Background: an optimization exercise with open tools, aiming at small area, a short achievable clock period and few clock cycles per item. Do not read the settings as production practice. Function was checked by simulation only, so behaviour that the tests miss may differ from the original. No activity file was given, so power comes from the tool's default toggle rates.

**flow/run.sh**
```bash
#!/bin/bash
# The standard layout (standard.sh), except that the port buffers are
# sky130_fd_sc_hd__buf_1 cells rather than ORFS's default delay buffers, and timing
# repair aims for 5.4 ns of setup slack. Each run's output goes to its own log.
set -euo pipefail
export BUFFER_PORTS_ARGS="-buffer_cell sky130_fd_sc_hd__buf_1"
export SETUP_SLACK_MARGIN=5.4
bash standard.sh synth > synth.log 2>&1
bash standard.sh > layout.log 2>&1
```
**standard.sh**
```bash
#!/bin/bash
# synth_recipe.tcl (not shown) runs the flow's synth.tcl, then flattens the netlist and writes it again
# the make line also repeats each setting of config.mk as NAME=value (left out here)
make -C /OpenROAD-flow-scripts/flow DESIGN_CONFIG=/design/flow/config.mk WORK_HOME=/design/flow/orfs CLKGATE_MAP_FILE= SYNTH_SCRIPT=/design/flow/synth_recipe.tcl "${@:-finish}"
```
**config.mk**
```make
export PLATFORM = sky130hd
export DESIGN_NAME = RGB2YUV
export DESIGN_NICKNAME = RGB2YUV
export VERILOG_FILES = /design/flow/design.v
export SDC_FILE = /design/flow/constraint.sdc
export NUM_CORES = 4
export LEC_CHECK = 0
export CAP_MARGIN = 20
export CORE_MARGIN = 2
export CORE_UTILIZATION = 55
export SLEW_MARGIN = 20
export SYNTH_HIERARCHICAL = 1
export SYNTH_MINIMUM_KEEP_SIZE = 0
```
**constraint.sdc**
```tcl
create_clock -name core_clock -period 10.0 [get_ports {clk}]
set_input_delay 2.0000 -clock core_clock [delete_from_list [all_inputs] [get_ports {clk}]]
set_output_delay 2.0000 -clock core_clock [all_outputs]
set_load 0.01 [all_outputs]
```
**design.v**
```verilog
`timescale 1ns/1ps
module RGB2YUV (start, clk, rst_n, inportR, inportG, inportB, done, outportY, outportU, outportV);
	input start, clk, rst_n;
	input [8:0] inportR, inportG, inportB;
	output done;
	output [8:0] outportY, outportU, outportV;
	wire [8:0] y, u, v;
	wire n_inportR_0 = ~inportR[0];
	wire n_inportR_1 = ~inportR[1];
	wire n_inportR_2 = ~inportR[2];
	wire n_inportR_3 = ~inportR[3];
	wire n_inportR_4 = ~inportR[4];
	wire n_inportR_5 = ~inportR[5];
	wire n_inportR_6 = ~inportR[6];
	wire n_inportR_7 = ~inportR[7];
	wire s1;
	wire c2;
	FA fa_s1 (.a(inportR[2]), .b(inportR[0]), .c(n_inportR_4), .s(s1), .co(c2));
	wire s3;
	wire c4;
	FA fa_s3 (.a(inportR[3]), .b(inportR[1]), .c(n_inportR_5), .s(s3), .co(c4));
	wire g5;
	assign g5 = n_inportR_0 & 1'b1;
	wire g6;
	assign g6 = n_inportR_0 | 1'b1;
	wire g7;
	assign g7 = n_inportR_2 & inportR[0];
	wire g8;
	assign g8 = n_inportR_2 | inportR[0];
	wire g9;
	assign g9 = n_inportR_3 & inportR[1];
	wire g10;
	assign g10 = n_inportR_3 | inportR[1];
	wire g11;
	assign g11 = c2 & s3;
	wire g12;
	assign g12 = c2 | s3;
	wire g13;
	assign g13 = n_inportR_1 & g5;
	wire g14;
	assign g14 = n_inportR_1 & g6;
	wire g15;
	assign g15 = g8 & n_inportR_1;
	wire g16;
	assign g16 = g9 | (g10 & g7);
	wire g17;
	assign g17 = g10 & g8;
	wire g18;
	assign g18 = s1 & g9;
	wire g19;
	assign g19 = s1 & g10;
	wire g20;
	assign g20 = g12 & s1;
	wire g21;
	assign g21 = g7 | (g15 & g5);
	wire g22;
	assign g22 = g16 | (g17 & g13);
	wire g23;
	assign g23 = g17 & g14;
	wire g24;
	assign g24 = g18 | (g19 & g7);
	wire g25;
	assign g25 = g19 & g15;
	wire g26;
	assign g26 = g11 | (g20 & g16);
	wire g27;
	assign g27 = g20 & g17;
	wire g28;
	assign g28 = g24 | (g25 & g5);
	wire g29;
	assign g29 = g26 | (g27 & g13);
	wire n_inportG_0 = ~inportG[0];
	wire n_inportG_1 = ~inportG[1];
	wire n_inportG_2 = ~inportG[2];
	wire n_inportG_3 = ~inportG[3];
	wire n_inportG_4 = ~inportG[4];
	wire n_inportG_5 = ~inportG[5];
	wire n_inportG_6 = ~inportG[6];
	wire n_inportG_7 = ~inportG[7];
	wire s30;
	wire c31;
	FA fa_s30 (.a(1'b1), .b(n_inportG_2), .c(n_inportG_0), .s(s30), .co(c31));
	wire s32;
	wire c33;
	FA fa_s32 (.a(n_inportG_3), .b(n_inportG_1), .c(c31), .s(s32), .co(c33));
	wire s34;
	wire c35;
	FA fa_s34 (.a(inportG[0]), .b(n_inportG_4), .c(n_inportG_2), .s(s34), .co(c35));
	wire s36;
	wire c37;
	FA fa_s36 (.a(inportG[1]), .b(n_inportG_5), .c(n_inportG_3), .s(s36), .co(c37));
	wire s38;
	wire c39;
	FA fa_s38 (.a(inportG[2]), .b(inportG[0]), .c(n_inportG_6), .s(s38), .co(c39));
	wire s40;
	wire c41;
	FA fa_s40 (.a(n_inportG_4), .b(c37), .c(s38), .s(s40), .co(c41));
	wire g42;
	assign g42 = n_inportG_0 & 1'b1;
	wire g43;
	assign g43 = n_inportG_0 | 1'b1;
	wire g44;
	assign g44 = c33 & s34;
	wire g45;
	assign g45 = c33 | s34;
	wire g46;
	assign g46 = c35 & s36;
	wire g47;
	assign g47 = c35 | s36;
	wire g48;
	assign g48 = n_inportG_1 & g42;
	wire g49;
	assign g49 = n_inportG_1 & g43;
	wire g50;
	assign g50 = s30 & n_inportG_1;
	wire g51;
	assign g51 = s32 & s30;
	wire g52;
	assign g52 = g45 & s32;
	wire g53;
	assign g53 = g46 | (g47 & g44);
	wire g54;
	assign g54 = g47 & g45;
	wire g55;
	assign g55 = s40 & g46;
	wire g56;
	assign g56 = s40 & g47;
	wire g57;
	assign g57 = g50 & g42;
	wire g58;
	assign g58 = g51 & g48;
	wire g59;
	assign g59 = g51 & g49;
	wire g60;
	assign g60 = g52 & g50;
	wire g61;
	assign g61 = g54 & g51;
	wire g62;
	assign g62 = g55 | (g56 & g44);
	wire g63;
	assign g63 = g56 & g52;
	wire g64;
	assign g64 = g44 | (g60 & g42);
	wire g65;
	assign g65 = g53 | (g61 & g48);
	wire g66;
	assign g66 = g62 | (g63 & g57);
	wire n_inportB_0 = ~inportB[0];
	wire n_inportB_1 = ~inportB[1];
	wire n_inportB_2 = ~inportB[2];
	wire n_inportB_3 = ~inportB[3];
	wire n_inportB_4 = ~inportB[4];
	wire n_inportB_5 = ~inportB[5];
	wire n_inportB_6 = ~inportB[6];
	wire n_inportB_7 = ~inportB[7];
	wire s67;
	wire c68;
	FA fa_s67 (.a(inportB[2]), .b(1'b1), .c(n_inportB_0), .s(s67), .co(c68));
	wire s69;
	wire c70;
	FA fa_s69 (.a(inportB[3]), .b(n_inportB_1), .c(c68), .s(s69), .co(c70));
	wire s71;
	wire c72;
	assign s71 = inportB[4] ^ n_inportB_2;
	assign c72 = inportB[4] & n_inportB_2;
	wire s73;
	wire c74;
	FA fa_s73 (.a(inportB[5]), .b(inportB[0]), .c(n_inportB_3), .s(s73), .co(c74));
	wire s75;
	wire c76;
	FA fa_s75 (.a(inportB[6]), .b(inportB[1]), .c(n_inportB_4), .s(s75), .co(c76));
	wire s77;
	wire c78;
	FA fa_s77 (.a(inportB[7]), .b(inportB[2]), .c(n_inportB_5), .s(s77), .co(c78));
	wire g79;
	assign g79 = c70 & s71;
	wire g80;
	assign g80 = c70 | s71;
	wire g81;
	assign g81 = c72 & s73;
	wire g82;
	assign g82 = c72 | s73;
	wire g83;
	assign g83 = c74 & s75;
	wire g84;
	assign g84 = c74 | s75;
	wire g85;
	assign g85 = c76 & s77;
	wire g86;
	assign g86 = c76 | s77;
	wire g87;
	assign g87 = inportB[1] & inportB[0];
	wire g88;
	assign g88 = s67 & inportB[1];
	wire g89;
	assign g89 = s69 & s67;
	wire g90;
	assign g90 = g80 & s69;
	wire g91;
	assign g91 = g81 | (g82 & g79);
	wire g92;
	assign g92 = g82 & g80;
	wire g93;
	assign g93 = g83 | (g84 & g81);
	wire g94;
	assign g94 = g84 & g82;
	wire g95;
	assign g95 = g85 | (g86 & g83);
	wire g96;
	assign g96 = g86 & g84;
	wire g97;
	assign g97 = g89 & g87;
	wire g98;
	assign g98 = g90 & g88;
	wire g99;
	assign g99 = g92 & g89;
	wire g100;
	assign g100 = g93 | (g94 & g79);
	wire g101;
	assign g101 = g94 & g90;
	wire g102;
	assign g102 = g95 | (g96 & g91);
	wire g103;
	assign g103 = g96 & g92;
	wire g104;
	assign g104 = g103 & g97;
	wire [8:0] sg_y;
	function [8:0] f_y;
		input [2:0] s;
		case (s)
			3'd0: f_y = 9'd494;
			3'd1: f_y = 9'd418;
			3'd2: f_y = 9'd344;
			3'd3: f_y = 9'd268;
			3'd4: f_y = 9'd465;
			3'd5: f_y = 9'd389;
			3'd6: f_y = 9'd315;
			3'd7: f_y = 9'd239;
			default: f_y = 9'd0;
		endcase
	endfunction
	assign sg_y = f_y({inportB[8], inportG[8], inportR[8]});
	wire s105;
	wire c106;
	FA fa_s105 (.a(inportR[4]), .b(inportR[2]), .c(inportG[3]), .s(s105), .co(c106));
	wire s107;
	wire c108;
	FA fa_s107 (.a(inportG[1]), .b(inportB[3]), .c(n_inportR_6), .s(s107), .co(c108));
	wire s109;
	wire c110;
	FA fa_s109 (.a(n_inportG_7), .b(n_inportG_5), .c(n_inportB_6), .s(s109), .co(c110));
	wire s111;
	wire c112;
	FA fa_s111 (.a(c4), .b(c39), .c(c78), .s(s111), .co(c112));
	wire s113;
	wire c114;
	FA fa_s113 (.a(sg_y[0]), .b(s105), .c(s107), .s(s113), .co(c114));
	wire s115;
	wire c116;
	FA fa_s115 (.a(s109), .b(s111), .c(c41), .s(s115), .co(c116));
	wire s117;
	wire c118;
	FA fa_s117 (.a(s113), .b(g29), .c(g102), .s(s117), .co(c118));
	wire s119;
	wire c120;
	FA fa_s119 (.a(inportR[5]), .b(inportR[3]), .c(inportG[4]), .s(s119), .co(c120));
	wire s121;
	wire c122;
	FA fa_s121 (.a(inportG[2]), .b(inportB[4]), .c(n_inportR_7), .s(s121), .co(c122));
	wire s123;
	wire c124;
	FA fa_s123 (.a(n_inportG_6), .b(n_inportB_7), .c(c106), .s(s123), .co(c124));
	wire s125;
	wire c126;
	FA fa_s125 (.a(c108), .b(c110), .c(sg_y[1]), .s(s125), .co(c126));
	wire s127;
	wire c128;
	FA fa_s127 (.a(s119), .b(s121), .c(c112), .s(s127), .co(c128));
	wire s129;
	wire c130;
	FA fa_s129 (.a(s123), .b(c114), .c(s125), .s(s129), .co(c130));
	wire s131;
	wire c132;
	FA fa_s131 (.a(c116), .b(s127), .c(s129), .s(s131), .co(c132));
	wire s133;
	wire c134;
	FA fa_s133 (.a(inportR[6]), .b(inportR[4]), .c(inportG[5]), .s(s133), .co(c134));
	wire s135;
	wire c136;
	FA fa_s135 (.a(inportG[3]), .b(inportB[5]), .c(n_inportG_7), .s(s135), .co(c136));
	wire s137;
	wire c138;
	FA fa_s137 (.a(c120), .b(c122), .c(sg_y[2]), .s(s137), .co(c138));
	wire s139;
	wire c140;
	FA fa_s139 (.a(s133), .b(s135), .c(c124), .s(s139), .co(c140));
	wire s141;
	wire c142;
	FA fa_s141 (.a(c126), .b(s137), .c(c128), .s(s141), .co(c142));
	wire s143;
	wire c144;
	FA fa_s143 (.a(s139), .b(c130), .c(s141), .s(s143), .co(c144));
	wire s145;
	wire c146;
	FA fa_s145 (.a(inportR[7]), .b(inportR[5]), .c(inportG[6]), .s(s145), .co(c146));
	wire s147;
	wire c148;
	FA fa_s147 (.a(inportG[4]), .b(inportB[6]), .c(c134), .s(s147), .co(c148));
	wire s149;
	wire c150;
	FA fa_s149 (.a(c136), .b(sg_y[3]), .c(s145), .s(s149), .co(c150));
	wire s151;
	wire c152;
	FA fa_s151 (.a(c138), .b(s147), .c(s149), .s(s151), .co(c152));
	wire s153;
	wire c154;
	FA fa_s153 (.a(c140), .b(s151), .c(c142), .s(s153), .co(c154));
	wire s155;
	wire c156;
	FA fa_s155 (.a(inportR[6]), .b(inportG[7]), .c(inportG[5]), .s(s155), .co(c156));
	wire s157;
	wire c158;
	FA fa_s157 (.a(inportB[7]), .b(c146), .c(sg_y[4]), .s(s157), .co(c158));
	wire s159;
	wire c160;
	FA fa_s159 (.a(s155), .b(c148), .c(c150), .s(s159), .co(c160));
	wire s161;
	wire c162;
	FA fa_s161 (.a(s157), .b(c152), .c(s159), .s(s161), .co(c162));
	wire s163;
	wire c164;
	FA fa_s163 (.a(inportR[7]), .b(inportG[6]), .c(c156), .s(s163), .co(c164));
	wire s165;
	wire c166;
	FA fa_s165 (.a(sg_y[5]), .b(c158), .c(s163), .s(s165), .co(c166));
	wire s167;
	wire c168;
	FA fa_s167 (.a(c160), .b(s165), .c(c162), .s(s167), .co(c168));
	wire s169;
	wire c170;
	FA fa_s169 (.a(inportG[7]), .b(sg_y[6]), .c(c164), .s(s169), .co(c170));
	wire s171;
	wire c172;
	assign s171 = c166 ^ s169;
	assign c172 = c166 & s169;
	wire s173;
	wire c174;
	FA fa_s173 (.a(sg_y[7]), .b(c170), .c(c172), .s(s173), .co(c174));
	reg [15:0] st_y;
	wire [15:0] nx_y = {g66, (sg_y[8] ^ c174), s173, s171, c168, s167, s161, c154, s153, c144, s143, c132, s131, c118, s117, s115};
	wire g175;
	assign g175 = st_y[0] & st_y[1];
	wire g176;
	assign g176 = st_y[0] | st_y[1];
	wire g177;
	assign g177 = st_y[2] & st_y[3];
	wire g178;
	assign g178 = st_y[2] | st_y[3];
	wire g179;
	assign g179 = st_y[4] & st_y[5];
	wire g180;
	assign g180 = st_y[4] | st_y[5];
	wire g181;
	assign g181 = st_y[6] & st_y[7];
	wire g182;
	assign g182 = st_y[6] | st_y[7];
	wire g183;
	assign g183 = st_y[8] & st_y[9];
	wire g184;
	assign g184 = st_y[8] | st_y[9];
	wire g185;
	assign g185 = st_y[11] & st_y[12];
	wire g186;
	assign g186 = st_y[11] | st_y[12];
	wire g187;
	assign g187 = g175 | (g176 & st_y[15]);
	wire g188;
	assign g188 = g177 | (g178 & g175);
	wire g189;
	assign g189 = g178 & g176;
	wire g190;
	assign g190 = g179 | (g180 & g177);
	wire g191;
	assign g191 = g180 & g178;
	wire g192;
	assign g192 = g181 | (g182 & g179);
	wire g193;
	assign g193 = g182 & g180;
	wire g194;
	assign g194 = g183 | (g184 & g181);
	wire g195;
	assign g195 = g184 & g182;
	wire g196;
	assign g196 = st_y[10] & g183;
	wire g197;
	assign g197 = st_y[10] & g184;
	wire g198;
	assign g198 = g186 & st_y[10];
	wire g199;
	assign g199 = st_y[13] & g185;
	wire g200;
	assign g200 = st_y[13] & g186;
	wire g201;
	assign g201 = g188 | (g189 & st_y[15]);
	wire g202;
	assign g202 = g190 | (g191 & g187);
	wire g203;
	assign g203 = g192 | (g193 & g188);
	wire g204;
	assign g204 = g193 & g189;
	wire g205;
	assign g205 = g194 | (g195 & g190);
	wire g206;
	assign g206 = g195 & g191;
	wire g207;
	assign g207 = g196 | (g197 & g192);
	wire g208;
	assign g208 = g197 & g193;
	wire g209;
	assign g209 = g185 | (g198 & g194);
	wire g210;
	assign g210 = g198 & g195;
	wire g211;
	assign g211 = g199 | (g200 & g196);
	wire g212;
	assign g212 = g200 & g197;
	wire g213;
	assign g213 = g203 | (g204 & st_y[15]);
	wire g214;
	assign g214 = g205 | (g206 & g187);
	wire g215;
	assign g215 = g207 | (g208 & g201);
	wire g216;
	assign g216 = g209 | (g210 & g202);
	wire g217;
	assign g217 = g211 | (g212 & g203);
	wire g218;
	assign g218 = g212 & g204;
	wire g219;
	assign g219 = g217 | (g218 & st_y[15]);
	assign y = {(st_y[14] ^ g219), (st_y[13] ^ g216), (st_y[11] ^ st_y[12] ^ g215), (st_y[10] ^ g214), (st_y[8] ^ st_y[9] ^ g213), (st_y[6] ^ st_y[7] ^ g202), (st_y[4] ^ st_y[5] ^ g201), (st_y[2] ^ st_y[3] ^ g187), (st_y[0] ^ st_y[1] ^ st_y[15])};
	wire s220;
	wire c221;
	FA fa_s220 (.a(inportR[4]), .b(inportR[2]), .c(inportR[0]), .s(s220), .co(c221));
	wire s222;
	wire c223;
	FA fa_s222 (.a(inportR[5]), .b(inportR[3]), .c(inportR[1]), .s(s222), .co(c223));
	wire s224;
	wire c225;
	FA fa_s224 (.a(inportR[6]), .b(inportR[4]), .c(inportR[2]), .s(s224), .co(c225));
	wire s226;
	wire c227;
	FA fa_s226 (.a(1'b1), .b(n_inportR_0), .c(c223), .s(s226), .co(c227));
	wire s228;
	wire c229;
	FA fa_s228 (.a(inportR[7]), .b(inportR[5]), .c(inportR[3]), .s(s228), .co(c229));
	wire s230;
	wire c231;
	FA fa_s230 (.a(n_inportR_1), .b(c225), .c(s228), .s(s230), .co(c231));
	wire g232;
	assign g232 = inportR[2] & inportR[0];
	wire g233;
	assign g233 = inportR[2] | inportR[0];
	wire g234;
	assign g234 = inportR[3] & inportR[1];
	wire g235;
	assign g235 = inportR[3] | inportR[1];
	wire g236;
	assign g236 = c221 & s222;
	wire g237;
	assign g237 = c221 | s222;
	wire g238;
	assign g238 = s224 & s226;
	wire g239;
	assign g239 = s224 | s226;
	wire g240;
	assign g240 = c227 & s230;
	wire g241;
	assign g241 = c227 | s230;
	wire g242;
	assign g242 = inportR[1] & inportR[0];
	wire g243;
	assign g243 = g233 & inportR[1];
	wire g244;
	assign g244 = g234 | (g235 & g232);
	wire g245;
	assign g245 = g235 & g233;
	wire g246;
	assign g246 = s220 & g234;
	wire g247;
	assign g247 = s220 & g235;
	wire g248;
	assign g248 = g237 & s220;
	wire g249;
	assign g249 = g238 | (g239 & g236);
	wire g250;
	assign g250 = g239 & g237;
	wire g251;
	assign g251 = g240 | (g241 & g238);
	wire g252;
	assign g252 = g241 & g239;
	wire g253;
	assign g253 = g245 & g242;
	wire g254;
	assign g254 = g246 | (g247 & g232);
	wire g255;
	assign g255 = g247 & g243;
	wire g256;
	assign g256 = g236 | (g248 & g244);
	wire g257;
	assign g257 = g248 & g245;
	wire g258;
	assign g258 = g249 | (g250 & g246);
	wire g259;
	assign g259 = g250 & g247;
	wire g260;
	assign g260 = g251 | (g252 & g236);
	wire g261;
	assign g261 = g252 & g248;
	wire g262;
	assign g262 = g258 | (g259 & g232);
	wire g263;
	assign g263 = g260 | (g261 & g244);
	wire g264;
	assign g264 = g261 & g253;
	wire s265;
	wire c266;
	FA fa_s265 (.a(1'b1), .b(n_inportG_2), .c(n_inportG_0), .s(s265), .co(c266));
	wire s267;
	wire c268;
	FA fa_s267 (.a(n_inportG_3), .b(n_inportG_1), .c(c266), .s(s267), .co(c268));
	wire s269;
	wire c270;
	FA fa_s269 (.a(1'b1), .b(n_inportG_4), .c(n_inportG_2), .s(s269), .co(c270));
	wire s271;
	wire c272;
	FA fa_s271 (.a(n_inportG_0), .b(s269), .c(c268), .s(s271), .co(c272));
	wire s273;
	wire c274;
	FA fa_s273 (.a(n_inportG_5), .b(n_inportG_3), .c(n_inportG_1), .s(s273), .co(c274));
	wire s275;
	wire c276;
	FA fa_s275 (.a(c270), .b(s273), .c(c272), .s(s275), .co(c276));
	wire g277;
	assign g277 = n_inportG_0 & 1'b1;
	wire g278;
	assign g278 = n_inportG_0 | 1'b1;
	wire g279;
	assign g279 = n_inportG_1 & g277;
	wire g280;
	assign g280 = n_inportG_1 & g278;
	wire g281;
	assign g281 = s265 & n_inportG_1;
	wire g282;
	assign g282 = s267 & s265;
	wire g283;
	assign g283 = s271 & s267;
	wire g284;
	assign g284 = s275 & s271;
	wire g285;
	assign g285 = g281 & g277;
	wire g286;
	assign g286 = g282 & g279;
	wire g287;
	assign g287 = g282 & g280;
	wire g288;
	assign g288 = g283 & g281;
	wire g289;
	assign g289 = g284 & g282;
	wire g290;
	assign g290 = g288 & g277;
	wire g291;
	assign g291 = g289 & g279;
	wire [8:0] sg_u;
	function [8:0] f_u;
		input [2:0] s;
		case (s)
			3'd0: f_u = 9'd492;
			3'd1: f_u = 9'd364;
			3'd2: f_u = 9'd23;
			3'd3: f_u = 9'd407;
			3'd4: f_u = 9'd64;
			3'd5: f_u = 9'd448;
			3'd6: f_u = 9'd107;
			3'd7: f_u = 9'd491;
			default: f_u = 9'd0;
		endcase
	endfunction
	assign sg_u = f_u({inportG[8], inportR[8], inportB[8]});
	wire s292;
	wire c293;
	FA fa_s292 (.a(inportB[1]), .b(inportR[6]), .c(inportR[4]), .s(s292), .co(c293));
	wire s294;
	wire c295;
	FA fa_s294 (.a(n_inportR_2), .b(n_inportG_6), .c(n_inportG_4), .s(s294), .co(c295));
	wire s296;
	wire c297;
	FA fa_s296 (.a(n_inportG_2), .b(c229), .c(c274), .s(s296), .co(c297));
	wire s298;
	wire c299;
	FA fa_s298 (.a(sg_u[0]), .b(s292), .c(s294), .s(s298), .co(c299));
	wire s300;
	wire c301;
	FA fa_s300 (.a(c231), .b(s296), .c(s298), .s(s300), .co(c301));
	wire s302;
	wire c303;
	FA fa_s302 (.a(s300), .b(c276), .c(g263), .s(s302), .co(c303));
	wire s304;
	wire c305;
	FA fa_s304 (.a(inportB[2]), .b(inportR[7]), .c(inportR[5]), .s(s304), .co(c305));
	wire s306;
	wire c307;
	FA fa_s306 (.a(n_inportR_3), .b(n_inportG_7), .c(n_inportG_5), .s(s306), .co(c307));
	wire s308;
	wire c309;
	FA fa_s308 (.a(n_inportG_3), .b(c293), .c(c295), .s(s308), .co(c309));
	wire s310;
	wire c311;
	FA fa_s310 (.a(sg_u[1]), .b(s304), .c(s306), .s(s310), .co(c311));
	wire s312;
	wire c313;
	FA fa_s312 (.a(c297), .b(s308), .c(c299), .s(s312), .co(c313));
	wire s314;
	wire c315;
	FA fa_s314 (.a(s310), .b(c301), .c(s312), .s(s314), .co(c315));
	wire s316;
	wire c317;
	FA fa_s316 (.a(inportB[3]), .b(inportR[6]), .c(n_inportR_4), .s(s316), .co(c317));
	wire s318;
	wire c319;
	FA fa_s318 (.a(n_inportG_6), .b(n_inportG_4), .c(c305), .s(s318), .co(c319));
	wire s320;
	wire c321;
	FA fa_s320 (.a(c307), .b(sg_u[2]), .c(s316), .s(s320), .co(c321));
	wire s322;
	wire c323;
	FA fa_s322 (.a(c309), .b(s318), .c(c311), .s(s322), .co(c323));
	wire s324;
	wire c325;
	FA fa_s324 (.a(s320), .b(c313), .c(s322), .s(s324), .co(c325));
	wire s326;
	wire c327;
	FA fa_s326 (.a(inportB[4]), .b(inportR[7]), .c(n_inportR_5), .s(s326), .co(c327));
	wire s328;
	wire c329;
	FA fa_s328 (.a(n_inportG_7), .b(n_inportG_5), .c(c317), .s(s328), .co(c329));
	wire s330;
	wire c331;
	FA fa_s330 (.a(sg_u[3]), .b(s326), .c(c319), .s(s330), .co(c331));
	wire s332;
	wire c333;
	FA fa_s332 (.a(s328), .b(c321), .c(s330), .s(s332), .co(c333));
	wire s334;
	wire c335;
	FA fa_s334 (.a(c323), .b(s332), .c(c325), .s(s334), .co(c335));
	wire s336;
	wire c337;
	FA fa_s336 (.a(inportB[5]), .b(n_inportR_6), .c(n_inportG_6), .s(s336), .co(c337));
	wire s338;
	wire c339;
	FA fa_s338 (.a(c327), .b(sg_u[4]), .c(s336), .s(s338), .co(c339));
	wire s340;
	wire c341;
	FA fa_s340 (.a(c329), .b(s338), .c(c331), .s(s340), .co(c341));
	wire s342;
	wire c343;
	assign s342 = c333 ^ s340;
	assign c343 = c333 & s340;
	wire s344;
	wire c345;
	FA fa_s344 (.a(inportB[6]), .b(n_inportR_7), .c(n_inportG_7), .s(s344), .co(c345));
	wire s346;
	wire c347;
	FA fa_s346 (.a(c337), .b(sg_u[5]), .c(s344), .s(s346), .co(c347));
	wire s348;
	wire c349;
	FA fa_s348 (.a(c339), .b(s346), .c(c341), .s(s348), .co(c349));
	wire s350;
	wire c351;
	FA fa_s350 (.a(inportB[7]), .b(c345), .c(sg_u[6]), .s(s350), .co(c351));
	wire s352;
	wire c353;
	assign s352 = c347 ^ s350;
	assign c353 = c347 & s350;
	wire s354;
	wire c355;
	FA fa_s354 (.a(sg_u[7]), .b(c351), .c(c353), .s(s354), .co(c355));
	reg [14:0] st_u;
	wire [14:0] nx_u = {g291, (sg_u[8] ^ c355), s354, s352, c349, s348, c343, s342, c335, s334, s324, c315, s314, c303, s302};
	wire g356;
	assign g356 = st_u[1] & st_u[2];
	wire g357;
	assign g357 = st_u[1] | st_u[2];
	wire g358;
	assign g358 = st_u[3] & st_u[4];
	wire g359;
	assign g359 = st_u[3] | st_u[4];
	wire g360;
	assign g360 = st_u[6] & st_u[7];
	wire g361;
	assign g361 = st_u[6] | st_u[7];
	wire g362;
	assign g362 = st_u[8] & st_u[9];
	wire g363;
	assign g363 = st_u[8] | st_u[9];
	wire g364;
	assign g364 = st_u[10] & st_u[11];
	wire g365;
	assign g365 = st_u[10] | st_u[11];
	wire g366;
	assign g366 = st_u[0] & st_u[14];
	wire g367;
	assign g367 = g357 & st_u[0];
	wire g368;
	assign g368 = g358 | (g359 & g356);
	wire g369;
	assign g369 = g359 & g357;
	wire g370;
	assign g370 = st_u[5] & g358;
	wire g371;
	assign g371 = st_u[5] & g359;
	wire g372;
	assign g372 = g361 & st_u[5];
	wire g373;
	assign g373 = g362 | (g363 & g360);
	wire g374;
	assign g374 = g363 & g361;
	wire g375;
	assign g375 = g364 | (g365 & g362);
	wire g376;
	assign g376 = g365 & g363;
	wire g377;
	assign g377 = st_u[12] & g364;
	wire g378;
	assign g378 = st_u[12] & g365;
	wire g379;
	assign g379 = g356 | (g367 & st_u[14]);
	wire g380;
	assign g380 = g368 | (g369 & g366);
	wire g381;
	assign g381 = g370 | (g371 & g356);
	wire g382;
	assign g382 = g371 & g367;
	wire g383;
	assign g383 = g360 | (g372 & g368);
	wire g384;
	assign g384 = g372 & g369;
	wire g385;
	assign g385 = g373 | (g374 & g370);
	wire g386;
	assign g386 = g374 & g371;
	wire g387;
	assign g387 = g375 | (g376 & g360);
	wire g388;
	assign g388 = g376 & g372;
	wire g389;
	assign g389 = g377 | (g378 & g373);
	wire g390;
	assign g390 = g378 & g374;
	wire g391;
	assign g391 = g381 | (g382 & st_u[14]);
	wire g392;
	assign g392 = g383 | (g384 & g366);
	wire g393;
	assign g393 = g385 | (g386 & g379);
	wire g394;
	assign g394 = g387 | (g388 & g380);
	wire g395;
	assign g395 = g389 | (g390 & g381);
	wire g396;
	assign g396 = g390 & g382;
	wire g397;
	assign g397 = g395 | (g396 & st_u[14]);
	assign u = {(st_u[13] ^ g397), (st_u[12] ^ g394), (st_u[10] ^ st_u[11] ^ g393), (st_u[8] ^ st_u[9] ^ g392), (st_u[6] ^ st_u[7] ^ g391), (st_u[5] ^ g380), (st_u[3] ^ st_u[4] ^ g379), (st_u[1] ^ st_u[2] ^ g366), (st_u[0] ^ st_u[14])};
	wire s398;
	wire c399;
	FA fa_s398 (.a(inportG[4]), .b(inportG[2]), .c(inportG[0]), .s(s398), .co(c399));
	wire s400;
	wire c401;
	FA fa_s400 (.a(inportG[5]), .b(inportG[3]), .c(inportG[1]), .s(s400), .co(c401));
	wire s402;
	wire c403;
	FA fa_s402 (.a(inportG[6]), .b(inportG[4]), .c(inportG[2]), .s(s402), .co(c403));
	wire s404;
	wire c405;
	FA fa_s404 (.a(inportG[7]), .b(inportG[5]), .c(inportG[3]), .s(s404), .co(c405));
	wire s406;
	wire c407;
	FA fa_s406 (.a(1'b1), .b(n_inportG_0), .c(c403), .s(s406), .co(c407));
	wire g408;
	assign g408 = inportG[2] & inportG[0];
	wire g409;
	assign g409 = inportG[2] | inportG[0];
	wire g410;
	assign g410 = inportG[3] & inportG[1];
	wire g411;
	assign g411 = inportG[3] | inportG[1];
	wire g412;
	assign g412 = c399 & s400;
	wire g413;
	assign g413 = c399 | s400;
	wire g414;
	assign g414 = c401 & s402;
	wire g415;
	assign g415 = c401 | s402;
	wire g416;
	assign g416 = s404 & s406;
	wire g417;
	assign g417 = s404 | s406;
	wire g418;
	assign g418 = inportG[1] & inportG[0];
	wire g419;
	assign g419 = g409 & inportG[1];
	wire g420;
	assign g420 = g410 | (g411 & g408);
	wire g421;
	assign g421 = g411 & g409;
	wire g422;
	assign g422 = s398 & g410;
	wire g423;
	assign g423 = s398 & g411;
	wire g424;
	assign g424 = g413 & s398;
	wire g425;
	assign g425 = g414 | (g415 & g412);
	wire g426;
	assign g426 = g415 & g413;
	wire g427;
	assign g427 = g416 | (g417 & g414);
	wire g428;
	assign g428 = g417 & g415;
	wire g429;
	assign g429 = g421 & g418;
	wire g430;
	assign g430 = g422 | (g423 & g408);
	wire g431;
	assign g431 = g423 & g419;
	wire g432;
	assign g432 = g412 | (g424 & g420);
	wire g433;
	assign g433 = g424 & g421;
	wire g434;
	assign g434 = g425 | (g426 & g422);
	wire g435;
	assign g435 = g426 & g423;
	wire g436;
	assign g436 = g427 | (g428 & g412);
	wire g437;
	assign g437 = g428 & g424;
	wire g438;
	assign g438 = g434 | (g435 & g408);
	wire g439;
	assign g439 = g436 | (g437 & g420);
	wire g440;
	assign g440 = g437 & g429;
	wire s441;
	wire c442;
	FA fa_s441 (.a(1'b1), .b(n_inportB_2), .c(n_inportB_0), .s(s441), .co(c442));
	wire s443;
	wire c444;
	FA fa_s443 (.a(n_inportB_3), .b(n_inportB_1), .c(c442), .s(s443), .co(c444));
	wire s445;
	wire c446;
	assign s445 = n_inportB_4 ^ n_inportB_2;
	assign c446 = n_inportB_4 & n_inportB_2;
	wire s447;
	wire c448;
	FA fa_s447 (.a(n_inportB_5), .b(n_inportB_3), .c(c446), .s(s447), .co(c448));
	wire g449;
	assign g449 = n_inportB_0 & 1'b1;
	wire g450;
	assign g450 = n_inportB_0 | 1'b1;
	wire g451;
	assign g451 = c444 & s445;
	wire g452;
	assign g452 = c444 | s445;
	wire g453;
	assign g453 = n_inportB_1 & g449;
	wire g454;
	assign g454 = n_inportB_1 & g450;
	wire g455;
	assign g455 = s441 & n_inportB_1;
	wire g456;
	assign g456 = s443 & s441;
	wire g457;
	assign g457 = g452 & s443;
	wire g458;
	assign g458 = s447 & g451;
	wire g459;
	assign g459 = s447 & g452;
	wire g460;
	assign g460 = g455 & g449;
	wire g461;
	assign g461 = g456 & g453;
	wire g462;
	assign g462 = g456 & g454;
	wire g463;
	assign g463 = g457 & g455;
	wire g464;
	assign g464 = g459 & g456;
	wire g465;
	assign g465 = g451 | (g463 & g449);
	wire g466;
	assign g466 = g458 | (g464 & g453);
	wire [8:0] sg_v;
	function [8:0] f_v;
		input [2:0] s;
		case (s)
			3'd0: f_v = 9'd492;
			3'd1: f_v = 9'd364;
			3'd2: f_v = 9'd87;
			3'd3: f_v = 9'd471;
			3'd4: f_v = 9'd0;
			3'd5: f_v = 9'd384;
			3'd6: f_v = 9'd107;
			3'd7: f_v = 9'd491;
			default: f_v = 9'd0;
		endcase
	endfunction
	assign sg_v = f_v({inportB[8], inportG[8], inportR[8]});
	wire s467;
	wire c468;
	FA fa_s467 (.a(inportR[1]), .b(inportG[6]), .c(inportG[4]), .s(s467), .co(c468));
	wire s469;
	wire c470;
	FA fa_s469 (.a(n_inportG_1), .b(n_inportB_6), .c(n_inportB_4), .s(s469), .co(c470));
	wire s471;
	wire c472;
	FA fa_s471 (.a(c405), .b(sg_v[0]), .c(s467), .s(s471), .co(c472));
	wire s473;
	wire c474;
	FA fa_s473 (.a(s469), .b(c448), .c(c407), .s(s473), .co(c474));
	wire s475;
	wire c476;
	FA fa_s475 (.a(s471), .b(s473), .c(g466), .s(s475), .co(c476));
	wire s477;
	wire c478;
	FA fa_s477 (.a(inportR[2]), .b(inportG[7]), .c(inportG[5]), .s(s477), .co(c478));
	wire s479;
	wire c480;
	FA fa_s479 (.a(n_inportG_2), .b(n_inportB_7), .c(n_inportB_5), .s(s479), .co(c480));
	wire s481;
	wire c482;
	FA fa_s481 (.a(c468), .b(c470), .c(sg_v[1]), .s(s481), .co(c482));
	wire s483;
	wire c484;
	FA fa_s483 (.a(s477), .b(s479), .c(c472), .s(s483), .co(c484));
	wire s485;
	wire c486;
	FA fa_s485 (.a(s481), .b(c474), .c(s483), .s(s485), .co(c486));
	wire s487;
	wire c488;
	FA fa_s487 (.a(inportR[3]), .b(inportG[6]), .c(n_inportG_3), .s(s487), .co(c488));
	wire s489;
	wire c490;
	FA fa_s489 (.a(n_inportB_6), .b(c478), .c(c480), .s(s489), .co(c490));
	wire s491;
	wire c492;
	FA fa_s491 (.a(sg_v[2]), .b(s487), .c(c482), .s(s491), .co(c492));
	wire s493;
	wire c494;
	FA fa_s493 (.a(s489), .b(c484), .c(s491), .s(s493), .co(c494));
	wire s495;
	wire c496;
	FA fa_s495 (.a(inportR[4]), .b(inportG[7]), .c(n_inportG_4), .s(s495), .co(c496));
	wire s497;
	wire c498;
	FA fa_s497 (.a(n_inportB_7), .b(c488), .c(sg_v[3]), .s(s497), .co(c498));
	wire s499;
	wire c500;
	FA fa_s499 (.a(s495), .b(c490), .c(s497), .s(s499), .co(c500));
	wire s501;
	wire c502;
	FA fa_s501 (.a(c492), .b(s499), .c(c494), .s(s501), .co(c502));
	wire s503;
	wire c504;
	FA fa_s503 (.a(inportR[5]), .b(n_inportG_5), .c(c496), .s(s503), .co(c504));
	wire s505;
	wire c506;
	FA fa_s505 (.a(sg_v[4]), .b(c498), .c(s503), .s(s505), .co(c506));
	wire s507;
	wire c508;
	assign s507 = c500 ^ s505;
	assign c508 = c500 & s505;
	wire s509;
	wire c510;
	FA fa_s509 (.a(inportR[6]), .b(n_inportG_6), .c(sg_v[5]), .s(s509), .co(c510));
	wire s511;
	wire c512;
	FA fa_s511 (.a(c504), .b(s509), .c(c506), .s(s511), .co(c512));
	wire s513;
	wire c514;
	FA fa_s513 (.a(inportR[7]), .b(n_inportG_7), .c(sg_v[6]), .s(s513), .co(c514));
	wire s515;
	wire c516;
	assign s515 = c510 ^ s513;
	assign c516 = c510 & s513;
	wire s517;
	wire c518;
	FA fa_s517 (.a(sg_v[7]), .b(c514), .c(c516), .s(s517), .co(c518));
	reg [14:0] st_v;
	wire [14:0] nx_v = {g439, (sg_v[8] ^ c518), s517, s515, c512, s511, c508, s507, c502, s501, s493, c486, s485, c476, s475};
	wire g519;
	assign g519 = st_v[1] & st_v[2];
	wire g520;
	assign g520 = st_v[1] | st_v[2];
	wire g521;
	assign g521 = st_v[3] & st_v[4];
	wire g522;
	assign g522 = st_v[3] | st_v[4];
	wire g523;
	assign g523 = st_v[6] & st_v[7];
	wire g524;
	assign g524 = st_v[6] | st_v[7];
	wire g525;
	assign g525 = st_v[8] & st_v[9];
	wire g526;
	assign g526 = st_v[8] | st_v[9];
	wire g527;
	assign g527 = st_v[10] & st_v[11];
	wire g528;
	assign g528 = st_v[10] | st_v[11];
	wire g529;
	assign g529 = st_v[0] & st_v[14];
	wire g530;
	assign g530 = g520 & st_v[0];
	wire g531;
	assign g531 = g521 | (g522 & g519);
	wire g532;
	assign g532 = g522 & g520;
	wire g533;
	assign g533 = st_v[5] & g521;
	wire g534;
	assign g534 = st_v[5] & g522;
	wire g535;
	assign g535 = g524 & st_v[5];
	wire g536;
	assign g536 = g525 | (g526 & g523);
	wire g537;
	assign g537 = g526 & g524;
	wire g538;
	assign g538 = g527 | (g528 & g525);
	wire g539;
	assign g539 = g528 & g526;
	wire g540;
	assign g540 = st_v[12] & g527;
	wire g541;
	assign g541 = st_v[12] & g528;
	wire g542;
	assign g542 = g519 | (g530 & st_v[14]);
	wire g543;
	assign g543 = g531 | (g532 & g529);
	wire g544;
	assign g544 = g533 | (g534 & g519);
	wire g545;
	assign g545 = g534 & g530;
	wire g546;
	assign g546 = g523 | (g535 & g531);
	wire g547;
	assign g547 = g535 & g532;
	wire g548;
	assign g548 = g536 | (g537 & g533);
	wire g549;
	assign g549 = g537 & g534;
	wire g550;
	assign g550 = g538 | (g539 & g523);
	wire g551;
	assign g551 = g539 & g535;
	wire g552;
	assign g552 = g540 | (g541 & g536);
	wire g553;
	assign g553 = g541 & g537;
	wire g554;
	assign g554 = g544 | (g545 & st_v[14]);
	wire g555;
	assign g555 = g546 | (g547 & g529);
	wire g556;
	assign g556 = g548 | (g549 & g542);
	wire g557;
	assign g557 = g550 | (g551 & g543);
	wire g558;
	assign g558 = g552 | (g553 & g544);
	wire g559;
	assign g559 = g553 & g545;
	wire g560;
	assign g560 = g558 | (g559 & st_v[14]);
	assign v = {(st_v[13] ^ g560), (st_v[12] ^ g557), (st_v[10] ^ st_v[11] ^ g556), (st_v[8] ^ st_v[9] ^ g555), (st_v[6] ^ st_v[7] ^ g554), (st_v[5] ^ g543), (st_v[3] ^ st_v[4] ^ g542), (st_v[1] ^ st_v[2] ^ g529), (st_v[0] ^ st_v[14])};
	assign done = start;
	always @(posedge clk or negedge rst_n) begin
		if (!rst_n) begin
			st_y <= 16'd0;
			st_u <= 15'd0;
			st_v <= 15'd0;
		end else if (start) begin
			st_y <= nx_y;
			st_u <= nx_u;
			st_v <= nx_v;
		end
	end
	assign outportY = y;
	assign outportU = u;
	assign outportV = v;
endmodule
module FA (a, b, c, s, co);
	input a, b, c;
	output s, co;
	assign s = a ^ b ^ c;
	assign co = (a & b) | (a & c) | (b & c);
endmodule
```
==> results.py, run 1 <==
metrics = {
    "die": {
        "area_of_the_placeable_core_um2": 10370,
        "initial_utilization": 0.5691,
        "io_pins": 58,
        "die-area_um2": 11580,
        "chipWidth_um": 107.6,
        "num_rows": 37,
        "die-height_um": 107.6,
    },
    "setup_path": {
        "timing.critical_path.to_type": "register",
        "rr_endpoint": "st_v[14]",
        "origin_of_the_worst_setup_path": "inportG[7]",
        "element_type_at_the_critical_path_start": "input pin",
        "worstSetupPathType": "in2reg",
        "cp_arrival_ns": 4.76,
        "timing.reg2reg.worst_path_depth": 1,
        "setup.worst_path.end": "st_u[5]",
        "cp_data_required_time_ns": 10.19,
        "timing.reg2reg.setup_slack_ns": 9.15,
        "worst_path_max_fanout": 6,
        "worst_r2r_startpoint": "st_v[14]",
    },
    "cells_and_area": {
        "area_taken_by_flip_flops_and_latches_um2": 1151,
        "multi_input_comb_area_um2": 4458,
        "instances_no_fill": 742,
        "final_common_cell": "fa_1",
        "syn2layout_area_growth_pct": 12.15,
        "n_fill_cell": 900,
        "antenna_cells": 0,
        "final_cell_mix": "fa_1, inv_1, ha_1",
        "nNetsFinal": 807,
        "fraction_of_layout_instances_using_a_drive_strength_above_1": 0.1452,
        "finish.instance_area_um2": 6619,
    },
    "drt": {
        "routed_wl_um": 12750,
        "drt_first_pass_iters": 6,
        "route.antenna.remaining_nets": 0,
        "vias": 3924,
        "drcViolationCount": 0,
        "detail_route.vias_per_cell": 5.288,
        "dr.first_iter.drc_count": 204,
        "wl_per_cell_um": 17.19,
    },
    "clock_network": {
        "cts.hold.buffers_added": 0,
        "clock_tree.htree_level_count": 2,
        "number_of_clock_sinks_seen_by_cts": 46,
        "tritoncts_buffer_count": 5,
        "clk_pin_slew_ns": 0.08,
        "clk-insertion-delay-late_ns": 0.30,
        "cts_tree": "built",
        "cts-root-buf": "clkbuf_8",
        "clockBufferDepth": 2,
    },
    "timing": {
        "final_setup_tns_ns": 0,
        "final_period_minus_worst_setup_slack_ns": 4.570,
        "final-max-slew-violation-count": 0,
        "clock_skew_ns": 0,
        "timing_hold_violations_final": 0,
        "period_share": 0.4570,
        "fmax_mhz": 218.8,
        "setup_repair_after_global_routing_missed_its_margin": "true",
        "maxSlewHeadroom": 0.5383,
        "slew_of_the_pin_with_the_lowest_slew_margin_ns": 0.6926,
        "setup_viol": 0,
    },
    "pwr": {
        "seqPwrFrac": 0.233,
        "clock_power_share": 0.080,
        "p_sw_uw": 623.9,
        "peak_vdd_ir_mv": 0.1676,
        "static-leakage-power_uw": 0.002922,
        "pwr_cell_area_nw_per_um2": 202.1,
        "power.internal_uw": 714.1,
        "power_frac_comb": 0.687,
        "swShare": 0.4663,
        "power.total_uw": 1338,
    },
    "placement": {
        "buffer_ports.inserted": 57,
        "post_dp_cell_area_um2": 6311,
        "globalplace.congestion": 0.9374,
        "placed_cells": 717,
        "place_hpwl_um": 10960,
    },
    "global_route": {
        "groute.usage.overall": 0.2483,
        "wire_length_of_the_first_global_routing_pass_um": 21510,
        "largest_net_degree_at_the_start_of_global_routing": 81,
        "initial_antenna_violation_count": 0,
        "number_of_global_route_vias_before_repair": 4118,
        "sum_of_overflow_across_all_layers_after_global_routing": 0,
    },
    "logic_synthesis": {
        "post_synth_num_cell_types": 43,
        "ys_ff_latch": 46,
        "synthesized_cell_area_um2": 5902,
        "syn_inst": 526,
        "syn_area_per_cell_um2": 11.22,
        "ys.warnings.count": 7,
        "synth-seq-area-share": 0.1950,
    },
    "run_status": {
        "outcome": "complete, no violations",
    },
    "hold_path": {
        "holdCritPathClass": "reg2reg",
    },
    "run": {
        "timing.max_cap.violations": 0,
    },
}
[modules after synthesis, one instance, submodules excluded]
module   flip-flops and latches  cells inside  cell area [um2]
FA                            0             1            20.02
RGB2YUV                      46           405             3480
[kinds of logic after synthesis]
| kind of cell | count (synthesis) | synth area share |
|---|---|---|
| fa+ha+maj | 180 | 0.5336 |
| simple gates | 90 | 0.06869 |
| buf+inv | 88 | 0.05660 |
| compound gates | 82 | 0.08311 |
| flops | 46 | 0.1950 |
| xor+xnor | 27 | 0.04007 |
| mux | 12 | 0.02226 |
| other cells | 1 | 0.0006354 |
[timing repair]
| item | in CTS | in global routing |
|---|---|---|
| hold endpoints to repair | 0 | 0 |
| buffers inserted | 10 | 8 |
| endpoints found under the setup margin | 30 | 10 |
| resized for setup | 34 | 16 |
| pin swaps | 3 | 2 |
[per-stage QoR]
step | hold WS [ns] | util | setup slack, ns
5_1_grt | 0.5604 | 0.6383 | 5.376
3_5_place_dp | 0.5124 | 0.6086 | 4.513
3_3_place_gp | 0.5013 | 0.6086 | 4.585
4_1_cts | 0.5310 | 0.6285 | 5.388
2_1_floorplan | 0.4622 | - | 5.387
6_report | 0.5299 | 0.6383 | 5.430
[sequential cells by signal, summed over array words and instances (netlist names)]
name  count
st_y     16
st_v     15
st_u     15
[final cells by class]
class | count | area share
clock buffer | 7 | 0.01153
inverter | 78 | 0.04991
multi-input combinational | 398 | 0.6735
sequential | 46 | 0.1739
tap | 136 | 0.02571
timing repair buffer | 77 | 0.06541
[synthesized netlist by cell type (all sizes together)]
cell | count | share of area
or3b | 2 | 0.0030
nor2b | 6 | 0.0064
a22oi | 1 | 0.0013
o21ai | 43 | 0.036
and2 | 1 | 0.0011
ha | 49 | 0.10
o22ai | 1 | 0.0011
a221oi | 1 | 0.0015
xnor2 | 15 | 0.022
nand2 | 46 | 0.029
o2bb2ai | 1 | 0.0015
o31ai | 2 | 0.0025
a31o | 1 | 0.0015
xor2 | 12 | 0.018
mux2 | 9 | 0.017
o221ai | 3 | 0.0045
nor2 | 18 | 0.011
mux2i | 3 | 0.0051
o311ai | 4 | 0.0059
or2 | 1 | 0.0011
nor3 | 6 | 0.0051
nor4 | 1 | 0.0011
a211oi | 1 | 0.0013
o211ai | 1 | 0.0013
buf | 2 | 0.0019
conb | 1 | 0.00064
clkbuf | 8 | 0.0051
o41ai | 3 | 0.0045
nand2b | 4 | 0.0042
maj3 | 9 | 0.016
inv | 78 | 0.050
a221o | 1 | 0.0017
a21oi | 14 | 0.012
and3b | 2 | 0.0030
or3 | 2 | 0.0021
dfrtp | 46 | 0.20
fa | 122 | 0.41
a2111oi | 1 | 0.0015
a31oi | 1 | 0.0011
nand4 | 1 | 0.0011
o21bai | 3 | 0.0038
[worst min path at each step]
stage                     slack, ns     start        to  cells past startpoint
after floorplan                0.46  st_u[14]  st_u[14]                      2
after global placement         0.50  st_u[14]  st_u[14]                      2
after detailed placement       0.51  st_u[14]  st_u[14]                      2
after CTS                      0.53  st_u[14]  st_u[14]                      2
after global routing           0.56  st_u[14]  st_u[14]                      2
final                          0.53  st_u[14]  st_u[14]                      2
[routing by layer]
layer,share of wire,vias up,GRT usage
met1,0.47,2003,0.3730
met3,0.042,8,0.03935
met4,0.010,0,0.04853
met5,0,-,0
li1,-,1833,-
met2,0.47,80,0.3886
[power by group through the flow]
stage / sequential [uW] / clock [uW] / combinational [uW]
floorplan: 301 / 0 / 650
global placement: 313 / 0 / 897
detailed placement: 317 / 0 / 914
CTS: 313 / 111 / 926
global route: 324 / 119 / 1050
finish: 312 / 107 / 919
[worst max-delay path, stage by stage]
cell	delay, ns
buf_4	0.18
clkinvlp_4	0.17
fa_1	0.53
fa_2	0.36
fa_1	0.47
fa_2	0.35
fa_1	0.44
mux2_2	0.27
Testbench counts, summed over its fixed seeds: cycles 3,208, items 3,200.
==> run 2: changes to the inputs <==
==> flow/run.sh (replaced) <==
#!/bin/bash
# The standard layout (standard.sh), except that the port buffers are
# sky130_fd_sc_hd__buf_1 cells rather than ORFS's default delay buffers, and timing
# repair aims for 5.6 ns of setup slack. Each run's output goes to its own log.
set -euo pipefail
export BUFFER_PORTS_ARGS="-buffer_cell sky130_fd_sc_hd__buf_1"
export SETUP_SLACK_MARGIN=5.6
bash standard.sh synth > synth.log 2>&1
bash standard.sh > layout.log 2>&1
==> run 2 against run 1 <==
  * Still clean on timing, DRC and antenna
  * Clock power rose by 11%
  * Worst hold slack worse by 0.0013 ns
  * Core utilization increased by 2.8 points
  * Fmax up 3.1%
  * Cell count grew 1.9%
  * Highest routed layer unchanged
==> results.py, run 2 <==
metrics = {
    "die": {
        "chipWidth_um": 107.6,
        "die-area_um2": 11580,
        "io_pins": 58,
        "die-height_um": 107.6,
        "initial_utilization": 0.5691,
        "area_of_the_placeable_core_um2": 10370,
        "num_rows": 37,
    },
    "logic_synthesis": {
        "netlist_top_cells_area": "fa_1, dfrtp_1, ha_1, inv_1, o21ai_0",
        "syn_inst": 526,
        "top_post_synthesis_cells_by_count": "fa_1, inv_1, ha_1",
        "post_synth_edffs": 0,
        "syn_area_per_cell_um2": 11.22,
        "synth-seq-area-share": 0.1950,
        "synth_ff_type": "dfrtp_1",
        "synthesized_cell_area_um2": 5902,
        "synthArstFlopShare": 1.000,
        "synth_area_leader_cell": "fa_1",
        "post_synth_num_cell_types": 43,
        "synth.most_common_cell": "fa_1",
        "ys.warnings.count": 7,
        "ys_ff_latch": 46,
        "top_area_cell_type_share_of_the_netlist_area": 0.4138,
    },
    "global_route": {
        "sum_of_overflow_across_all_layers_after_global_routing": 0,
        "number_of_global_route_vias_before_repair": 4365,
        "groute.usage.overall": 0.2588,
        "largest_net_degree_at_the_start_of_global_routing": 81,
        "initial_antenna_violation_count": 0,
        "wire_length_of_the_first_global_routing_pass_um": 22580,
    },
    "timing": {
        "maxSlewHeadroom": 0.5229,
        "final_setup_tns_ns": 0,
        "final-max-slew-violation-count": 0,
        "setup_viol": 0,
        "slew_of_the_pin_with_the_lowest_slew_margin_ns": 0.7156,
        "clock_skew_ns": 0,
        "setup_repair_after_global_routing_missed_its_margin": "true",
        "timing_hold_violations_final": 0,
        "final_period_minus_worst_setup_slack_ns": 4.431,
        "period_share": 0.4431,
        "fmax_mhz": 225.7,
    },
    "placement": {
        "globalplace.congestion": 0.9353,
        "placed_cells": 717,
        "place_hpwl_um": 10950,
        "buffer_ports.inserted": 57,
    },
    "run_status": {
        "outcome": "complete, no violations",
    },
    "cells_and_area": {
        "reg_top3": "st_y (16), st_u (15), st_v (15)",
        "syn2layout_area_growth_pct": 17.09,
        "instances_no_fill": 756,
        "nNetsFinal": 820,
        "max_ffs_per_register": 16,
        "final_cell_mix": "fa_1, inv_1, ha_1",
        "antenna_cells": 0,
        "regMostFlops": "st_y",
        "fraction_of_layout_instances_using_a_drive_strength_above_1": 0.2226,
        "final_common_cell": "fa_1",
    },
    "drt": {
        "vias": 4086,
        "wl_per_cell_um": 17.59,
        "dr.first_iter.drc_count": 216,
        "route.antenna.remaining_nets": 0,
        "routed_wl_um": 13300,
        "drcViolationCount": 0,
        "drt_first_pass_iters": 4,
        "detail_route.vias_per_cell": 5.405,
    },
    "clock_network": {
        "clk_pin_slew_ns": 0.08,
        "clockBufferDepth": 2,
        "cts_tree": "built",
        "clk-insertion-delay-late_ns": 0.30,
        "clock_tree.htree_level_count": 2,
        "tritoncts_buffer_count": 5,
        "cts-root-buf": "clkbuf_8",
        "number_of_clock_sinks_seen_by_cts": 46,
    },
    "setup_path": {
        "worst_path_max_fanout": 3,
        "worstSetupPathType": "in2reg",
        "element_type_at_the_critical_path_start": "input pin",
        "timing.reg2reg.setup_slack_ns": 9.15,
        "cp_arrival_ns": 4.66,
        "timing.critical_path.to_type": "register",
        "cp_data_required_time_ns": 10.23,
    },
    "pwr": {
        "pwr_cell_area_nw_per_um2": 198.5,
        "static-leakage-power_uw": 0.003023,
        "peak_vdd_ir_mv": 0.1677,
    },
    "hold_path": {
        "holdCritPathClass": "reg2reg",
    },
    "run": {
        "timing.max_cap.violations": 0,
    },
}
[run 2: changes by cell type in the layout (fill, tap and decap cells not counted), sizes merged]
cell	change
buf	+19
clkbuf	-6
clkinvlp	-2
inv	+2
clkinv	+1
[run 2: where the power goes]
group          leakage (uW)  switching (uW)  total, uW  internal, uW
clock             0.0000482            63.0        119          55.8
sequential         0.000560            53.9        314           260
combinational       0.00241             520        940           420
total               0.00302             637       1370           735
[run 2: final timing paths]
kind                       endpoint        from  depth (start not counted)
setup / recovery            st_y[1]  inportB[0]                         11
hold / removal             st_u[14]    st_u[14]                          2
setup reg to reg           st_v[14]    st_v[14]                          1
hold reg to reg            st_u[14]    st_u[14]                          2
max in group asynchronous   st_u[1]       rst_n                          2
min in group asynchronous   st_v[2]       rst_n                          2
[run 2: what timing repair did]
action / 4_1_cts / 5_1_grt
buffers inserted: 15 / 16
resized for setup: 53 / 48
hold buffers: 0 / 0
setup endpoints to repair: 39 / 16
pin swaps: 1 / 9
[run 2: logic make-up after synthesis]
group | after synthesis | synth area share
compound gates | 82 | 0.08311
xor+xnor | 27 | 0.04007
fa+ha+maj | 180 | 0.5336
buf+inv | 88 | 0.05660
flops | 46 | 0.1950
mux | 12 | 0.02226
other cells | 1 | 0.0006354
simple gates | 90 | 0.06869
[run 2: routing by layer]
metal  share of wire  GRT usage  up-vias
met3           0.054    0.05508        9
met4           0.011    0.05495        0
met5               0          0        -
met2            0.48     0.4070       90
li1                -          -     1860
met1            0.45     0.3752     2127
[run 2: final cells by class]
cell class,instances,area [um2]
Multi-Input combinational cell,398,4547
Fill cell,830,3460
Sequential cell,46,1151
Timing Repair Buffer,90,618.1
Inverter,78,332.8
Tap cell,136,170.2
Clock buffer,7,86.33
Clock inverter,1,5.005
[run 2: metrics by stage]
step	total power (uW)	setup slack (ns)	cell area [um2]	hold slack [ns]	util
floorplan	954.3	5.405	5992	0.4622	-
global placement	1215	4.599	6352	0.4988	0.6126
detailed placement	1234	4.503	6352	0.5191	0.6126
CTS	1372	5.548	6654	0.5369	0.6417
global route	1527	5.515	6910	0.5601	0.6664
finish	1372	5.569	6910	0.5286	0.6664
[run 2: worst max-delay path, stage by stage]
cell	delay, ns
buf_8	0.09
inv_6	0.03
fa_2	0.35
fa_2	0.35
nor2b_4	0.13
maj3_2	0.30
maj3_2	0.31
maj3_2	0.35
fa_1	0.59
nand2_1	0.06
o21ai_1	0.10
[run 2: modules after synthesis (local to each module, per instance)]
module	flops+latches	times used	cells inside	area (um2)
RGB2YUV	46	1	405	3480
FA	0	121	1	20.02
==> run 3: changes to the inputs <==
==> flow/run.sh (replaced) <==
#!/bin/bash
# The standard layout (standard.sh), except that the port buffers are
# sky130_fd_sc_hd__buf_1 cells rather than ORFS's default delay buffers, and timing
# repair aims for 5.5 ns of setup slack. Each run's output goes to its own log.
set -euo pipefail
export BUFFER_PORTS_ARGS="-buffer_cell sky130_fd_sc_hd__buf_1"
export SETUP_SLACK_MARGIN=5.5
bash standard.sh synth > synth.log 2>&1
bash standard.sh > layout.log 2>&1
--- a/config.mk
+++ b/config.mk
@@ -7,7 +7,7 @@
 export LEC_CHECK = 0
 export CAP_MARGIN = 20
 export CORE_MARGIN = 2
-export CORE_UTILIZATION = 55
+export CORE_UTILIZATION = 45
 export SLEW_MARGIN = 20
 export SYNTH_HIERARCHICAL = 1
 export SYNTH_MINIMUM_KEEP_SIZE = 0
==> run 3 against run 2 <==
  * Core utilization is 13 points lower
  * Cell count is 2.6% higher
  * Via count is 2.3% lower
  * Critical path depth is 2 lower
  * Sequential share of layout area is 0.27 points higher
  * Sequential power hardly changed
  * Fmax is 2.0% lower
  * Global-route usage is 5.0 points lower
  * Clock power is about 50% higher
  * Count of clock-buffer cells in the layout is 2 lower
  * Combinational power is 3.4% lower
==> results.py, run 3 <==
metrics = {
    "run_status": {
        "outcome": "complete, no violations",
    },
    "drt": {
        "route.antenna.remaining_nets": 0,
        "vias": 3993,
        "detail_route.vias_per_cell": 5.146,
        "dr.first_iter.drc_count": 205,
        "drcViolationCount": 0,
        "wl_per_cell_um": 17.13,
        "routed_wl_um": 13290,
        "drt_first_pass_iters": 5,
    },
    "pwr": {
        "static-leakage-power_uw": 0.002962,
        "power.total_uw": 1401,
        "peak_vdd_ir_mv": 0.08856,
        "pwr_cell_area_nw_per_um2": 206.1,
    },
    "setup_path": {
        "worst_r2r_startpoint": "st_v[14]",
        "element_type_at_the_critical_path_start": "input pin",
        "rr_endpoint": "st_v[14]",
        "timing.reg2reg.setup_slack_ns": 9.12,
        "worst_path_max_fanout": 6,
        "timing.critical_path.to_type": "register",
        "timing.reg2reg.worst_path_depth": 1,
        "cp_data_required_time_ns": 10.20,
        "worstSetupPathType": "in2reg",
        "cp_arrival_ns": 4.72,
    },
    "clock_network": {
        "tritoncts_buffer_count": 5,
        "cts_tree": "built",
        "clockBufferDepth": 2,
        "clock_tree.htree_level_count": 2,
        "cts-root-buf": "clkbuf_16",
        "clk_pin_slew_ns": 0.07,
        "clk-insertion-delay-late_ns": 0.30,
        "number_of_clock_sinks_seen_by_cts": 46,
    },
    "global_route": {
        "initial_antenna_violation_count": 0,
        "groute.usage.overall": 0.2092,
        "sum_of_overflow_across_all_layers_after_global_routing": 0,
        "largest_net_degree_at_the_start_of_global_routing": 81,
        "number_of_global_route_vias_before_repair": 4425,
        "wire_length_of_the_first_global_routing_pass_um": 22850,
    },
    "logic_synthesis": {
        "synthesized_cell_area_um2": 5902,
        "top_post_synthesis_cells_by_count": "fa_1, inv_1, ha_1",
        "post_synth_edffs": 0,
        "syn_area_per_cell_um2": 11.22,
        "ys_ff_latch": 46,
        "netlist_top_cells_area": "fa_1, dfrtp_1, ha_1, inv_1, o21ai_0",
        "top_area_cell_type_share_of_the_netlist_area": 0.4138,
        "synth_ff_type": "dfrtp_1",
        "syn_inst": 526,
        "synthArstFlopShare": 1.000,
        "synth_area_leader_cell": "fa_1",
        "ys.warnings.count": 7,
        "synth-seq-area-share": 0.1950,
        "synth.most_common_cell": "fa_1",
        "post_synth_num_cell_types": 43,
    },
    "timing": {
        "period_share": 0.4522,
        "slew_of_the_pin_with_the_lowest_slew_margin_ns": 0.7266,
        "clock_skew_ns": 0,
        "maxSlewHeadroom": 0.5156,
        "final_period_minus_worst_setup_slack_ns": 4.522,
        "final-max-slew-violation-count": 0,
        "fmax_mhz": 221.1,
        "timing_hold_violations_final": 0,
        "setup_repair_after_global_routing_missed_its_margin": "true",
        "setup_viol": 0,
        "final_setup_tns_ns": 0,
    },
    "die": {
        "area_of_the_placeable_core_um2": 12720,
        "initial_utilization": 0.4639,
        "io_pins": 58,
        "chipWidth_um": 118.5,
        "num_rows": 41,
        "die-height_um": 118.5,
        "die-area_um2": 14050,
    },
    "cells_and_area": {
        "fraction_of_layout_instances_using_a_drive_strength_above_1": 0.1805,
        "final_common_cell": "fa_1",
        "reg_top3": "st_y (16), st_u (15), st_v (15)",
        "finish.utilization": 0.5345,
        "regMostFlops": "st_y",
        "instances_no_fill": 776,
        "n_fill_cell": 1162,
        "nNetsFinal": 804,
        "max_ffs_per_register": 16,
        "final_cell_mix": "fa_1, inv_1, ha_1",
        "syn2layout_area_growth_pct": 15.22,
        "antenna_cells": 0,
    },
    "placement": {
        "buffer_ports.inserted": 57,
        "place_hpwl_um": 10990,
        "globalplace.congestion": 0.9364,
        "placed_cells": 753,
    },
    "hold_path": {
        "hold_path.startpoint": "st_y[14]",
        "hold-path-cell-count": 1,
        "holdPathEnd": "st_y[14]",
        "holdCritPathClass": "reg2reg",
    },
    "run": {
        "timing.max_cap.violations": 0,
    },
}
## run 3: layout make-up
cell class                      instances  area [um2]  area share
Tap cell                              172       215.2     0.03165
Sequential cell                        46        1151      0.1693
Inverter                               78       322.8     0.04747
Clock buffer                            5       125.1     0.01840
Multi-Input combinational cell        398        4504      0.6624
Clock inverter                          3       25.02    0.003680
Timing Repair Buffer                   74       456.7     0.06716
## run 3: through the flow
| step | hold slack (ns) | cell area [um2] | setup slack [ns] |
|---|---|---|---|
| CTS | 0.5372 | 6680 | 5.402 |
| global placement | 0.5180 | 6375 | 4.549 |
| floorplan | 0.4622 | 5969 | 5.387 |
| finish | 0.5314 | 6800 | 5.478 |
| global route | 0.5631 | 6800 | 5.413 |
| detailed placement | 0.5204 | 6375 | 4.488 |
## run 3: critical path: stages
cell,delay [ns]
buf_6,0.13
clkinvlp_4,0.10
buf_4,0.16
fa_1,0.46
fa_2,0.35
fa_1,0.46
fa_2,0.36
fa_1,0.43
mux2_2,0.27
## run 3: where the power goes
part	internal (uW)	switching (uW)
sequential	260	54.4
clock	94.3	84.9
combinational	404	504
total	758	644
## run 3: worst max path at each step
stage               cells after the start  slack (ns)       start        to
finish                                  9        5.48  inportG[5]   st_u[5]
global route                            9        5.41  inportG[5]   st_u[5]
CTS                                     8        5.40  inportG[4]   st_u[5]
detailed placement                      8        4.49  inportG[6]   st_u[5]
global placement                        9        4.55  inportG[7]  st_y[10]
floorplan                               7        5.39  inportG[7]   st_u[5]
## run 3: layer usage
layer,vias to the layer above,global-route usage,part of all wire
met5,-,0,0
met4,0,0.05134,0.016
met3,13,0.04633,0.044
met2,81,0.3438,0.49
met1,2069,0.2829,0.45
li1,1830,-,-
## run 3: cell families (layout without fill, tap and decap cells)
group                    count (synthesis)  after routing  share of synthesized area
AND/OR/NAND/NOR                         90             90                    0.06869
multiplexers                            12             12                    0.02226
XOR/XNOR                                27             27                    0.04007
flip-flops                              46             46                     0.1950
adder cells (fa/ha/maj)                180            180                     0.5336
other                                    1              7                  0.0006354
AO/OA/AOI/OAI                           82             82                    0.08311
buffers and inverters                   88            160                    0.05660
## run 3: modules after synthesis, one instance, submodules excluded
module   area, um2  times used  cells  flip-flops and latches
RGB2YUV       3480           1    405                      46
FA           20.02         121      1                       0
## run 3: what timing repair did
action	4_1_cts	5_1_grt
pin swaps	3	7
hold endpoints to repair	0	0
hold buffers	0	0
setup buffers	11	4
setup endpoints to repair	35	15
gates resized for setup	45	36

==> what the ideal ports hide <==
The flow's constraints put no driver on any port. The routed layouts listed below were extracted and timed again, unchanged, in two steps.
Step 1 sets driving cells, clkbuf_16 on the clock port and buf_2 on the other inputs (assumed; they add their load-dependent delay and slew).
Step 2 adds t to the input delays and takes it off the output delays; t is the mean of the earliest and latest rising clock arrival at the registers after step 1. Input paths then give back, and output paths get back, about the clock's delay inside the block.
a / b / c = ideal ports / drivers / drivers and shift; a / b = the first two.
| run | shift t [ns] | setup WS [ns] | worst hold slack (ns) | worst register clock-pin slew, ns | cell pins on the clock port's net |
|---|---|---|---|---|---|
| run 1 | 0.332 | 5.430 / 5.437 / 5.105 | 0.530 / 0.530 / 0.530 | 0.08 / 0.08 | 1 |
| run 2 | 0.339 | 5.569 / 5.553 / 5.214 | 0.529 / 0.529 / 0.529 | 0.09 / 0.09 | 1 |
| run 3 | 0.340 | 5.478 / 5.476 / 5.136 | 0.531 / 0.531 / 0.531 | 0.07 / 0.07 | 1 |
After both steps every run listed still meets setup and hold. The setup slack of run 2, which loses most, moves by -0.016 ns with the drivers and by -0.355 ns with both steps.
